This design comes from an exercise in tuning for small area, a short achievable clock period and few clock cycles on the open sky130 flow, not from production work. In this exercise RTL edits were held to simulation tests only and were not proved equivalent to the original. No activity file was given, so power comes from the tool's default toggle rates.

// top
module top #(
    parameter ADDR_WIDTH = 5,
              DATA_WIDTH = 32
)(
    input  logic                  clk,
    input  logic                  rst,
    output logic [DATA_WIDTH-1:0] imem_addr_o,
    input  logic [DATA_WIDTH-1:0] imem_data_i,
    output logic [DATA_WIDTH-1:0] dmem_addr_o,
    output logic [DATA_WIDTH-1:0] dmem_wdata_o,
    output logic                  dmem_we_o,
    input  logic [DATA_WIDTH-1:0] dmem_rdata_i
);
Size in the first run: ~4700 cells after synthesis, roughly 160 I/O pins, roughly 58000 sq um of cells after synthesis.
clock: 12.0 ns
lec_check: 0
cap_margin: 20
core_margin: 2
core_utilization: 45
slew_margin: 20
standard.sh (not shown) runs the stock make flow with config.mk's settings and CLKGATE_MAP_FILE= SYNTH_SCRIPT=/design/flow/synth_recipe.tcl, a recipe that flattens the netlist after the stock synthesis.
==> flow/flow/run.sh <==
#!/bin/bash
set -e
export SETUP_SLACK_MARGIN=8.2
export CTS_ARGS="-sink_clustering_enable -repair_clock_nets -dont_use_dummy_load -sink_clustering_size 20 -sink_clustering_max_diameter 60 -buf_list sky130_fd_sc_hd__clkbuf_16"
bash standard.sh > standard.log 2>&1
The starting point produced a clean layout.
Testbench counts at the start, summed over its fixed seeds: cycles 26,215.
Change:
==> flow/flow/run.sh (replaced) <==
#!/bin/bash
set -e
export SETUP_SLACK_MARGIN=8.3
export CTS_ARGS="-sink_clustering_enable -repair_clock_nets -dont_use_dummy_load -sink_clustering_size 25 -sink_clustering_max_diameter 80 -buf_list sky130_fd_sc_hd__clkbuf_16"
bash standard.sh > standard.log 2>&1
--- a/flow/config.mk
+++ b/flow/config.mk
@@ -10 +10 @@
-export CORE_UTILIZATION = 45
+export CORE_UTILIZATION = 50
Effect: Global-route usage came out higher by 3.3 points. Worst hold slack barely changes. Power goes down by 6.0%. Routed wire length falls by about 1.4%. Maximum frequency climbs by 1.6%. Critical path depth goes down by 12. Synthesized area stays the same.
Change:
--- a/flow/config.mk
+++ b/flow/config.mk
@@ -10 +10 @@
-export CORE_UTILIZATION = 50
+export CORE_UTILIZATION = 45
Effect:
- sequential cell count is unchanged
- first-iteration DRC count went up by about 6.5%
- power came out higher by 2.7%
- design area went up by 1.6%
- clock skew stays flat
- fmax drops by about 2.2%
- via count climbs by 1.6%

run R:
The RTL this note starts from:
==> flow/design.v <==
module alu (
    input  logic [31:0] a_i,
    input  logic [31:0] b_i,
    input  logic [2:0]  f3_i,         
    input  logic        sub_i,        
    input  logic        sra_i,        
    input  logic        cmp_signed_i,
    output logic [31:0] sum_o,        
    output logic [31:0] res_o,
    output logic        eq_o,
    output logic        lt_o
);
    logic [32:0] aext, bext, sum33;
    assign aext  = {cmp_signed_i & a_i[31], a_i};
    assign bext  = {cmp_signed_i & b_i[31], b_i};
    assign sum33 = aext + (sub_i ? ~bext : bext) + {32'd0, sub_i};
    assign sum_o = sum33[31:0];
    assign lt_o  = sum33[32];
    assign eq_o  = (a_i == b_i);
    logic [31:0] sh_in, sh_out, a_rev, sh_rev;
    logic        left;
    assign left = ~f3_i[2];
    always_comb
        for (int i = 0; i < 32; i++) begin
            a_rev[i]  = a_i[31-i];
            sh_rev[i] = sh_out[31-i];
        end
    assign sh_in = left ? a_rev : a_i;
    logic signed [32:0] sh_ext;
    assign sh_ext = $signed({sra_i & f3_i[2] & a_i[31], sh_in}) >>> b_i[4:0];
    assign sh_out = sh_ext[31:0];
    always_comb
        case (f3_i)
            3'b000:  res_o = sum_o;
            3'b001:  res_o = sh_rev;
            3'b010,
            3'b011:  res_o = {31'd0, lt_o};
            3'b100:  res_o = a_i ^ b_i;
            3'b101:  res_o = sh_out;
            3'b110:  res_o = a_i | b_i;
            default: res_o = a_i & b_i;
        endcase
endmodule
module reg_file (
    input  logic        clk_i,
    input  logic [4:0]  ad1_i, ad2_i, ad3_i,
    input  logic        we3_i,
    input  logic [31:0] wd3_i,
    output logic [31:0] rd1_o, rd2_o
);
    logic [31:0] regs [1:31];
    always_ff @(posedge clk_i)
        if (we3_i) regs[ad3_i] <= wd3_i;
    logic [31:1] s1, s2;
    always_comb begin
        rd1_o = '0; rd2_o = '0;
        for (int i = 1; i < 32; i++) begin
            s1[i] = (ad1_i == i); s2[i] = (ad2_i == i);
            rd1_o = rd1_o | ({32{s1[i]}} & regs[i]);
            rd2_o = rd2_o | ({32{s2[i]}} & regs[i]);
        end
    end
endmodule
module top #(
    parameter ADDR_WIDTH = 5,
              DATA_WIDTH = 32
)(
    input  logic                  clk,
    input  logic                  rst,
    output logic [DATA_WIDTH-1:0] imem_addr_o,
    input  logic [DATA_WIDTH-1:0] imem_data_i,
    output logic [DATA_WIDTH-1:0] dmem_addr_o,
    output logic [DATA_WIDTH-1:0] dmem_wdata_o,
    output logic                  dmem_we_o,
    input  logic [DATA_WIDTH-1:0] dmem_rdata_i
);
    logic [11:2] pc_f;
    logic [31:0] instr_d;
    logic [11:2] pc_d;
    logic        valid_d;
    logic [31:0] a_e, b_e, t_e;
    logic [4:0]  rd_e;
    logic [2:0]  f3_e;
    logic        we_e, load_e, store_e, br_e, jalr_e, pred_e;
    logic        sub_e, sra_e, cmps_e, selt_e;
    logic        fa_m_e, fa_w_e, fb_m_e, fb_w_e, ft_m_e, ft_w_e;
    logic [31:0] res_m, sd_m;
    logic [4:0]  rd_m;
    logic        we_m, load_m, store_m;
    logic [31:0] wd_w;
    logic [4:0]  rd_w;
    logic        we_w;
    logic [6:0] op_d;
    logic [4:0] rd_d, rs1_d, rs2_d;
    logic [2:0] f3_d;
    assign op_d  = instr_d[6:0];
    assign rd_d  = instr_d[11:7];
    assign f3_d  = instr_d[14:12];
    assign rs1_d = instr_d[19:15];
    assign rs2_d = instr_d[24:20];
    logic is_lui, is_auipc, is_jal, is_jalr, is_br, is_load, is_store, is_opimm, is_op;
    assign is_br    =  op_d[6] & ~op_d[2];
    assign is_jalr  =  op_d[6] &  op_d[2] & ~op_d[3];
    assign is_jal   =  op_d[6] &  op_d[3];
    assign is_lui   = ~op_d[6] &  op_d[2] &  op_d[5];
    assign is_auipc = ~op_d[6] &  op_d[2] & ~op_d[5];
    assign is_op    = ~op_d[6] & ~op_d[2] &  op_d[4] &  op_d[5];
    assign is_opimm = ~op_d[6] & ~op_d[2] &  op_d[4] & ~op_d[5];
    assign is_store = ~op_d[6] & ~op_d[2] & ~op_d[4] &  op_d[5];
    assign is_load  = ~op_d[6] & ~op_d[2] & ~op_d[4] & ~op_d[5];
    logic uses1_d, uses2_d, we_d;
    assign uses1_d = ~(is_lui | is_auipc | is_jal);
    assign uses2_d = is_op | is_br | is_store;
    assign we_d    = ~(is_br | is_store) & (rd_d != 5'd0);
    logic [31:0] imm_i, imm_s, imm_b, imm_u, imm_j;
    assign imm_i = {{20{instr_d[31]}}, instr_d[31:20]};
    assign imm_s = {{20{instr_d[31]}}, instr_d[31:25], instr_d[11:7]};
    assign imm_b = {{20{instr_d[31]}}, instr_d[7], instr_d[30:25], instr_d[11:8], 1'b0};
    assign imm_u = {instr_d[31:12], 12'b0};
    assign imm_j = {{12{instr_d[31]}}, instr_d[19:12], instr_d[20], instr_d[30:21], 1'b0};
    logic [11:2] pc_imm, rel_imm;
    logic [12:2] pc_4;
    assign rel_imm = is_br ? imm_b[11:2] : imm_j[11:2];
    assign pc_imm  = pc_d + rel_imm;
    assign pc_4    = {1'b0, pc_d} + 11'd1;
    logic [31:0] rf1, rf2, rv1, rv2;
    reg_file regfile (
        .clk_i (clk),
        .ad1_i (rs1_d),
        .ad2_i (rs2_d),
        .ad3_i (rd_w),
        .we3_i (we_w),
        .wd3_i (wd_w),
        .rd1_o (rf1),
        .rd2_o (rf2)
    );
    assign rv1 = (we_w && rd_w == rs1_d) ? wd_w : rf1;
    assign rv2 = (we_w && rd_w == rs2_d) ? wd_w : rf2;
    logic back_d, stall, id_redirect, ex_redirect;
    logic [11:2] ex_target;
    assign back_d      = is_br & instr_d[31];
    assign stall       = valid_d & load_e &
                         ((uses1_d & rs1_d == rd_e) | (uses2_d & rs2_d == rd_e));
    assign id_redirect = valid_d & (is_jal | back_d);
    assign imem_addr_o = {20'd0, pc_f, 2'b00};
    always_ff @(posedge clk, posedge rst)
        if (rst) begin
            pc_f    <= 10'd0;
            valid_d <= 1'b0;
        end else begin
            if (ex_redirect)      pc_f <= ex_target;
            else if (stall)       pc_f <= pc_d;
            else if (id_redirect) pc_f <= pc_imm;
            else                  pc_f <= pc_f + 10'd1;
            valid_d <= ~(ex_redirect | stall | id_redirect);
        end
    always_ff @(posedge clk) begin
        instr_d <= imem_data_i;
        pc_d    <= pc_f;
    end
    logic issue;
    assign issue = valid_d & ~stall & ~ex_redirect;
    always_ff @(posedge clk, posedge rst)
        if (rst) begin
            we_e    <= 1'b0;
            load_e  <= 1'b0;
            store_e <= 1'b0;
            br_e    <= 1'b0;
            jalr_e  <= 1'b0;
        end else begin
            we_e    <= issue & we_d;
            load_e  <= issue & is_load & (rd_d != 5'd0);
            store_e <= issue & is_store;
            br_e    <= issue & is_br;
            jalr_e  <= issue & is_jalr;
        end
    always_ff @(posedge clk) begin
        rd_e   <= rd_d;
        pred_e <= instr_d[31];
        a_e    <= rv1;
        b_e    <= (is_op | is_br) ? rv2 : (is_store ? imm_s : imm_i);
        if (is_store)                 t_e <= rv2;
        else if (is_lui)              t_e <= imm_u;
        else if (is_auipc)            t_e <= {imm_u[31:12], pc_d, 2'b00};
        else if (is_jal | is_jalr | back_d) t_e <= {19'd0, pc_4, 2'b00};
        else                          t_e <= {20'd0, pc_imm, 2'b00};
        f3_e   <= (is_op | is_opimm) ? f3_d : 3'b000;
        sub_e  <= is_br | ((is_op | is_opimm) & f3_d[2:1] == 2'b01) |
                  (is_op & f3_d == 3'b000 & instr_d[30]);
        sra_e  <= instr_d[30];
        cmps_e <= is_br ? ~f3_d[1] : ~f3_d[0];
        selt_e <= is_lui | is_auipc | is_jal | is_jalr;
        if (is_br) f3_e <= f3_d;
        fa_m_e <= we_e & (rs1_d == rd_e);
        fa_w_e <= we_m & (rs1_d == rd_m);
        fb_m_e <= (is_op | is_br) & we_e & (rs2_d == rd_e);
        fb_w_e <= (is_op | is_br) & we_m & (rs2_d == rd_m);
        ft_m_e <= is_store & we_e & (rs2_d == rd_e);
        ft_w_e <= is_store & we_m & (rs2_d == rd_m);
    end
    logic [31:0] a, b, t, sum, alu_res;
    logic eq, lt, taken;
    assign a = fa_m_e ? res_m : (fa_w_e ? wd_w : a_e);
    assign b = fb_m_e ? res_m : (fb_w_e ? wd_w : b_e);
    assign t = ft_m_e ? res_m : (ft_w_e ? wd_w : t_e);
    alu alu (
        .a_i          (a),
        .b_i          (b),
        .f3_i         (f3_e),
        .sub_i        (sub_e),
        .sra_i        (sra_e),
        .cmp_signed_i (cmps_e),
        .sum_o        (sum),
        .res_o        (alu_res),
        .eq_o         (eq),
        .lt_o         (lt)
    );
    assign taken       = f3_e[0] ^ (f3_e[2] ? lt : eq);
    assign ex_redirect = jalr_e | (br_e & (taken ^ pred_e));
    assign ex_target   = jalr_e ? sum[11:2] : t_e[11:2];
    always_ff @(posedge clk, posedge rst)
        if (rst) begin
            we_m    <= 1'b0;
            store_m <= 1'b0;
        end else begin
            we_m    <= we_e;
            store_m <= store_e;
        end
    always_ff @(posedge clk) begin
        res_m  <= selt_e ? t_e : alu_res;
        sd_m   <= t;
        rd_m   <= rd_e;
        load_m <= load_e;
    end
    assign dmem_addr_o  = res_m;
    assign dmem_wdata_o = sd_m;
    assign dmem_we_o    = store_m;
    always_ff @(posedge clk, posedge rst)
        if (rst) we_w <= 1'b0;
        else     we_w <= we_m;
    always_ff @(posedge clk) begin
        wd_w <= load_m ? dmem_rdata_i : res_m;
        rd_w <= rd_m;
    end
endmodule
Settings: LEC_CHECK=0, CAP_MARGIN=20, CORE_MARGIN=2, CORE_UTILIZATION=40, SLEW_MARGIN=20; clock period 12.0 ns.
==> flow/flow/run.sh <==
#!/bin/bash
set -e
export SETUP_SLACK_MARGIN=${MARGIN:-8}
bash standard.sh > standard.log 2>&1
Testbench counts of run R, summed over its fixed seeds: cycles 29,556.
Modified inputs, run Z compared to run R
==> flow/run.sh (new file) <==
#!/bin/bash
# synth_recipe.tcl (not shown) runs the flow's synth.tcl, then flattens the netlist and writes it again
# the make line also repeats each setting of config.mk as NAME=value (left out here)
make -C /OpenROAD-flow-scripts/flow DESIGN_CONFIG=/design/flow/config.mk WORK_HOME=/design/flow/orfs CLKGATE_MAP_FILE= SYNTH_SCRIPT=/design/flow/synth_recipe.tcl finish
removed: flow/flow/run.sh
removed: flow/standard.sh
## What came out
From run R to run Z the numbers moved as follows: power now sits lower; aggregate routed wire length decreased 2.4%; count of placed standard cells including taps barely changed; cell area after placement ~0 delta; maximum number of pins on one net before global-route repair went up. Looking at critical path endpoint, the load_e$_DFF_PP0_ result is from run R; the pc_f[9]$_DFF_PP0_ one comes from run Z.

== job 101 ==
RTL: one of the versions met above, not the one the previous note started from.
Size: ~4700 cells after synthesis, about 1200 flip-flops, about 160 I/O pins.
Design top, start of the top module:
module top #(
    parameter ADDR_WIDTH = 5,
              DATA_WIDTH = 32
)(
    input  logic                  clk,
    input  logic                  rst,
    output logic [DATA_WIDTH-1:0] imem_addr_o,
    input  logic [DATA_WIDTH-1:0] imem_data_i,
    output logic [DATA_WIDTH-1:0] dmem_addr_o,
    output logic [DATA_WIDTH-1:0] dmem_wdata_o,
    output logic                  dmem_we_o,
    input  logic [DATA_WIDTH-1:0] dmem_rdata_i
);
    logic [11:2] pc_f;
    logic [31:0] instr_d;
    logic [11:2] pc_d;
    logic        valid_d, fused_d;
    logic [31:0] a_e, b_e, t_e;
    logic [4:0]  rd_e, shamt_e;
    logic [2:0]  f3_e;
    logic        we_e, load_e, store_e, br_e, jalr_e, pred_e;
    logic        sub_e, shl_e, fill_e, cmps_e;
    logic [7:0]  sel_e;
    logic [31:0] res_m, sd_m;
    logic [4:0]  rd_m;
    logic        we_m, load_m, store_m;
    logic [6:0] op_d;
    logic [4:0] rd_d, rs1_d, rs2_d;
    logic [2:0] f3_d;
    assign op_d  = instr_d[6:0];
    assign rd_d  = instr_d[11:7];
    assign f3_d  = instr_d[14:12];
    assign rs1_d = instr_d[19:15];
    assign rs2_d = instr_d[24:20];
    logic is_lui, is_auipc, is_jal, is_jalr, is_br, is_load, is_store, is_opimm, is_op;
    assign is_br    =  op_d[6] & ~op_d[2];
    assign is_jalr  =  op_d[6] &  op_d[2] & ~op_d[3];
    assign is_jal   =  op_d[6] &  op_d[3];
    assign is_lui   = ~op_d[6] &  op_d[2] &  op_d[5];
    assign is_auipc = ~op_d[6] &  op_d[2] & ~op_d[5];
    assign is_op    = ~op_d[6] & ~op_d[2] &  op_d[4] &  op_d[5];
    assign is_opimm = ~op_d[6] & ~op_d[2] &  op_d[4] & ~op_d[5];
    assign is_store = ~op_d[6] & ~op_d[2] & ~op_d[4] &  op_d[5];
    assign is_load  = ~op_d[6] & ~op_d[2] & ~op_d[4] & ~op_d[5];
    logic uses1_d, uses2_d, we_d;
    assign uses1_d = ~(is_lui | is_auipc | is_jal);
    assign uses2_d = is_op | is_br | is_store;
    assign we_d    = ~(is_br | is_store) & (rd_d != 5'd0);
    logic [31:0] imm_i, imm_s, imm_b, imm_u, imm_j;
    assign imm_i = {{20{instr_d[31]}}, instr_d[31:20]};
    assign imm_s = {{20{instr_d[31]}}, instr_d[31:25], instr_d[11:7]};
  ...
clock: 12.0 ns
lec_check: 0
cap_margin: 20
core_margin: 2
core_utilization: 45
slew_margin: 20
==> flow/flow/run.sh <==
#!/bin/bash
set -e
export SETUP_SLACK_MARGIN=8.4
export CTS_ARGS="-sink_clustering_enable -repair_clock_nets -dont_use_dummy_load -sink_clustering_size 25 -sink_clustering_max_diameter 80 -buf_list sky130_fd_sc_hd__clkbuf_16"
bash standard.sh > standard.log 2>&1
Job 101 was carried through to the last stage, and its layout satisfied the timing, design-rule and antenna checks.
Testbench counts of job 101, summed over its fixed seeds: cycles 26,215.
## Diff of input files: job 102 against job 101
- CORE_UTILIZATION changed from 45 to 50
==> flow/flow/run.sh <==
#!/bin/bash
set -e
export SETUP_SLACK_MARGIN=8.35
export CTS_ARGS="-sink_clustering_enable -repair_clock_nets -dont_use_dummy_load -sink_clustering_size 20 -sink_clustering_max_diameter 60 -buf_list sky130_fd_sc_hd__clkbuf_16"
bash standard.sh > standard.log 2>&1
[summary]
Delta (job 102 minus job 101): final wirelength moved down, post-cts repair resize count moved down, combinational fraction of design power moved down.
Sort job 101 and job 102 by met2 usage in global routing, descending, and job 102 comes first.
Worst setup slack (job 102 over job 101): decrease, 0.054 ns
Run comparison: job 101 critical path class reg2reg; job 102 critical path class reg2out
Side by side, power share of the clock group turned out higher in job 102 than in job 101.
Delta (job 102 minus job 101): critical path depth decreased by 10 relative to the old numbers, met3 routed wirelength went down 0.63%, number of placement rows moved down.
Input-level comparison between job 103 and job 102:
- CORE_UTILIZATION now 45, was 50
==> flow/flow/run.sh <==
#!/bin/bash
set -e
export SETUP_SLACK_MARGIN=8.3
export CTS_ARGS="-sink_clustering_enable -repair_clock_nets -dont_use_dummy_load -sink_clustering_size 20 -sink_clustering_max_diameter 60 -buf_list sky130_fd_sc_hd__clkbuf_16"
bash standard.sh > standard.log 2>&1
## What came out
- Summary of job 103 over job 102: combinational power shrank by about 3%; cell count up 176; time the final worst path needs with I/O delays and setup saw an increase; multi-input gate share of total cell area fell 0.17 points.
- Per the comparison of job 103 with job 102, cell area has decreased; clock skew shrank by 0.032 ns; die area has increased; final worst-path setup slack lower; worst reg-to-reg path cell count saw an increase.
- Job 103 gives less clock network power share than job 102 did.

==> port drivers added, routing unchanged <==
The results above use ideal ports. As a check the final layouts listed here were re-extracted and re-timed, cells and wires unchanged.
Step 1 sets driving cells, clkbuf_16 on the clock port and buf_2 on the other inputs (assumed; they add their load-dependent delay and slew).
Step 2 also shifts input and output timing later by t, the mid clock arrival at the registers, as if the neighbouring blocks saw the same clock.
a / b / c = ideal / step 1 / step 2; a / b = the first two.
run | t (ns) | setup WS [ns] | clock arrival spread, ns
the first run of note 1 | 0.774 | 8.075 / 8.075 / 7.415 | 0.101 / 0.101
the second run of note 1 | 0.822 | 8.138 / 8.060 / 7.413 | 0.116 / 0.115
the third run of note 1 | 0.738 | 8.051 / 8.036 / 7.312 | 0.121 / 0.121
run R | 0.917 | 7.772 / 7.772 / 7.772 | 0.079 / 0.080
run Z | 0.879 | 6.136 / 6.136 / 6.136 | 0.044 / 0.044
job 101 | 0.823 | 8.183 / 8.108 / 7.492 | 0.085 / 0.084
job 102 | 0.782 | 8.129 / 8.048 / 7.429 | 0.127 / 0.127
job 103 | 0.777 | 8.076 / 8.002 / 7.489 | 0.093 / 0.093
After both steps setup and hold are still met in every run listed. The setup slack of the third run of note 1, which loses most, moves by -0.015 ns with the drivers and by -0.739 ns with both steps.
